What follows belongs to an exercise in optimizing a design on an open flow for small area and a short achievable clock period; a production flow would make more cautious choices. At most, simulation tests tie the RTL to the original design; equivalence was not proved. Power figures rest on the tool's default switching activity, not on a simulated workload.

== the baseline ==
==> module alu, before the edit <==
module alu (
    input      [31: 0] rs1,
    input      [31: 0] rs2,
    input      [ 3: 0] mode,
    input              clk,
    input              reset,
    output reg [31: 0] rd
    );
    localparam ARCH = 0;
    wire sub    = mode[3] | (~mode[2] & mode[1]);           
    wire sel_as = (mode[2:0] == 3'b000);                    
    wire sel_lt = (mode[3:1] == 3'b001);                    
    wire sel_sl = (mode == 4'b0001);
    wire sel_sr = (mode[2:0] == 3'b101);                    
    wire sel_x  = (mode == 4'b0100);
    wire sel_o  = (mode == 4'b0110);
    wire sel_a  = (mode == 4'b0111);
    wire [31: 0] b  = rs2 ^ {32{sub}};
    wire [31: 0] pb = rs1 ^ b;
    wire [31: 0] gb = rs1 & b;
    wire [31: 0] pl = pb;
    wire [31: 0] gl = gb;
    wire [31: 0] G [0:5];
    wire [31: 0] P [0:5];
    assign G[0] = {gb[31:1], gb[0] | (pb[0] & sub)};
    assign P[0] = pb;
    genvar l, i;
    generate
        for (l = 0; l < 5; l = l + 1) begin : g_lvl
            for (i = 0; i < 32; i = i + 1) begin : g_bit
                if (ARCH == 0) begin : g_skl
                    if ((i >> l) & 1) begin : g_op
                        assign G[l+1][i] = G[l][i] | (P[l][i] & G[l][((i >> l) << l) - 1]);
                        assign P[l+1][i] = P[l][i] & P[l][((i >> l) << l) - 1];
                    end else begin : g_pass
                        assign G[l+1][i] = G[l][i];
                        assign P[l+1][i] = P[l][i];
                    end
                end else if (ARCH == 2) begin : g_ks
                    if (i >= (1 << l)) begin : g_op
                        assign G[l+1][i] = G[l][i] | (P[l][i] & G[l][i - (1 << l)]);
                        assign P[l+1][i] = P[l][i] & P[l][i - (1 << l)];
                    end else begin : g_pass
                        assign G[l+1][i] = G[l][i];
                        assign P[l+1][i] = P[l][i];
                    end
                end
            end
        end
    endgenerate
    wire [32: 0] c  = {G[5], sub};
    wire [31: 0] s  = pb ^ c[31:0];
    wire         c32 = c[32];
    wire         lt  = ~c32 ^ (~mode[0] & (rs1[31] ^ rs2[31]));
    wire [31: 0] rs1_rev;
    generate
        for (i = 0; i < 32; i = i + 1) begin : g_rev
            assign rs1_rev[i] = rs1[31 - i];
        end
    endgenerate
    wire [31: 0] sh_in = mode[2] ? rs1 : rs1_rev;
    wire         fill  = mode[3] & rs1[31];
    wire [31: 0] sr    = $signed({fill, sh_in}) >>> rs2[4:0];
    wire [31: 0] sr_rev;
    generate
        for (i = 0; i < 32; i = i + 1) begin : g_rrev
            assign sr_rev[i] = sr[31 - i];
        end
    endgenerate
    wire [31: 0] logic_out = ({32{sel_x | sel_o}} & pl) |
                             ({32{sel_a | sel_o}} & gl);
    wire [31: 0] result = ({32{sel_as}} & s) |
                          ({32{sel_sr}} & sr) |
                          ({32{sel_sl}} & sr_rev) |
                          logic_out |
                          {31'b0, sel_lt & lt};
    always @(posedge clk or posedge reset) begin
        if (reset)
            rd <= 32'b0;
        else
            rd <= result;
    end
endmodule
==> flow/config.mk <==
export PLATFORM = sky130hd
export DESIGN_NAME = alu
export DESIGN_NICKNAME = alu
export VERILOG_FILES = /design/flow/design.v
export SDC_FILE = /design/flow/constraint.sdc
export NUM_CORES = 4
export LEC_CHECK = 0
export CAP_MARGIN = 20
export CORE_MARGIN = 2
export CORE_UTILIZATION = 40
export SLEW_MARGIN = 20
==> flow/constraint.sdc <==
create_clock -name core_clock -period 5.0 [get_ports {clk}]
set_input_delay 1.0000 -clock core_clock [delete_from_list [all_inputs] [get_ports {clk}]]
set_output_delay 1.0000 -clock core_clock [all_outputs]
set_load 0.01 [all_outputs]
standard.sh (not shown) runs the stock make flow with config.mk's settings and CLKGATE_MAP_FILE= SYNTH_SCRIPT=/design/flow/synth_recipe.tcl, a recipe that flattens the netlist after the stock synthesis.
==> flow/flow/run.sh <==
#!/bin/bash
# Standard ORFS layout, with plain buf_1 cells as the port buffers.
set -euo pipefail
export BUFFER_PORTS_ARGS="-buffer_cell sky130_fd_sc_hd__buf_1"
bash standard.sh finish > flow_make.log 2>&1
The baseline ended with every stage complete and zero timing, DRC or antenna violations.
The following lists how the candidate was set up differently from the baseline:
==> flow/design.v <==
`timescale 1ns/100ps
module alu (
    input      [31: 0] rs1,
    input      [31: 0] rs2,
    input      [ 3: 0] mode,
    input              clk,
    input              reset,
    output reg [31: 0] rd
    );
    wire sub    = mode[3] | (~mode[2] & mode[1]);           
    wire sel_as = (mode[2:0] == 3'b000);                    
    wire sel_lt = (mode[3:1] == 3'b001);                    
    wire sel_sl = (mode == 4'b0001);
    wire sel_sr = (mode[2:0] == 3'b101);                    
    wire sel_x  = (mode == 4'b0100);
    wire sel_o  = (mode == 4'b0110);
    wire sel_a  = (mode == 4'b0111);
    wire [31: 0] b = rs2 ^ {32{sub}};
    wire [32: 0] s = {1'b0, rs1} + {1'b0, b} + {32'b0, sub};
    wire         c32 = s[32];
    wire         lt  = ~c32 ^ (~mode[0] & (rs1[31] ^ rs2[31]));
    wire [31: 0] rs1_rev;
    genvar i;
    generate
        for (i = 0; i < 32; i = i + 1) begin : g_rev
            assign rs1_rev[i] = rs1[31 - i];
        end
    endgenerate
    wire [31: 0] sh_in = mode[2] ? rs1 : rs1_rev;
    wire         fill  = mode[3] & rs1[31];
    wire [31: 0] sr    = $signed({fill, sh_in}) >>> rs2[4:0];
    wire [31: 0] sr_rev;
    generate
        for (i = 0; i < 32; i = i + 1) begin : g_rrev
            assign sr_rev[i] = sr[31 - i];
        end
    endgenerate
    wire [31: 0] logic_out = ({32{sel_x}} & (rs1 ^ rs2)) |
                             ({32{sel_o}} & (rs1 | rs2)) |
                             ({32{sel_a}} & (rs1 & rs2));
    wire [31: 0] result = ({32{sel_as}} & s[31:0]) |
                          ({32{sel_sr}} & sr) |
                          ({32{sel_sl}} & sr_rev) |
                          logic_out |
                          {31'b0, sel_lt & lt};
    always @(posedge clk or posedge reset) begin
        if (reset)
            rd <= 32'b0;
        else
            rd <= result;
    end
endmodule
Findings:
- Sort the candidate and the baseline by power, descending, and the candidate comes first.
- Compared with the baseline, in the candidate layout clock buffer count -2; post-synthesis average cell area -0.89 µm²; post-detailed-placement half-perimeter wirelength +47%; final standard cell area without fillers +about 27%.
- Looking at final worst slack, the candidate sits 130 ps below the baseline.
- In the flow results for the candidate and the baseline, the actual transition at the worst max-transition pin is larger on the candidate.
- mode[2] as the launch point of the critical path was reported by the baseline, and mode[3] by the candidate.
- Delay contributed by the slowest stage of the critical path: higher on the candidate
- In the candidate the number of multi-input combinational cells in the layout turned out about 40% higher than in the baseline.
- [the candidate] power drawn by the combinational cells rose 27% relative to the baseline
- Of the two candidates, the baseline has the worse worst hold margin and the candidate the better one.
- Post-place setup slack: the candidate < the baseline
For the candidate, only the layout was checked, not whether the RTL still works.

port drivers added, routing unchanged:
No port has a modelled driver above. Below, the same layouts with a new extraction and two added sets of constraints.
Step 1 sets driving cells, clkbuf_16 on the clock port and buf_2 on the other inputs (assumed; they add their load-dependent delay and slew).
Step 2 adds t to the input delays and takes it off the output delays; t is the mean of the earliest and latest rising clock arrival at the registers after step 1. Input paths then give back, and output paths get back, about the clock's delay inside the block.
Three values: ideal ports, drivers, drivers and shift; two values: the first two.
run	shift t [ns]	setup slack, ns	hold WS [ns]	worst register clock-pin slew, ns
the baseline	0.312	0.840 / 0.851 / 0.539	0.770 / 0.749 / 1.062	0.05 / 0.05
the candidate	0.297	0.707 / 0.719 / 0.421	0.775 / 0.764 / 1.062	0.05 / 0.05
After both steps setup and hold are still met in every run listed. The setup slack of the baseline, which loses most, moves by +0.011 ns with the drivers and by -0.301 ns with both steps.
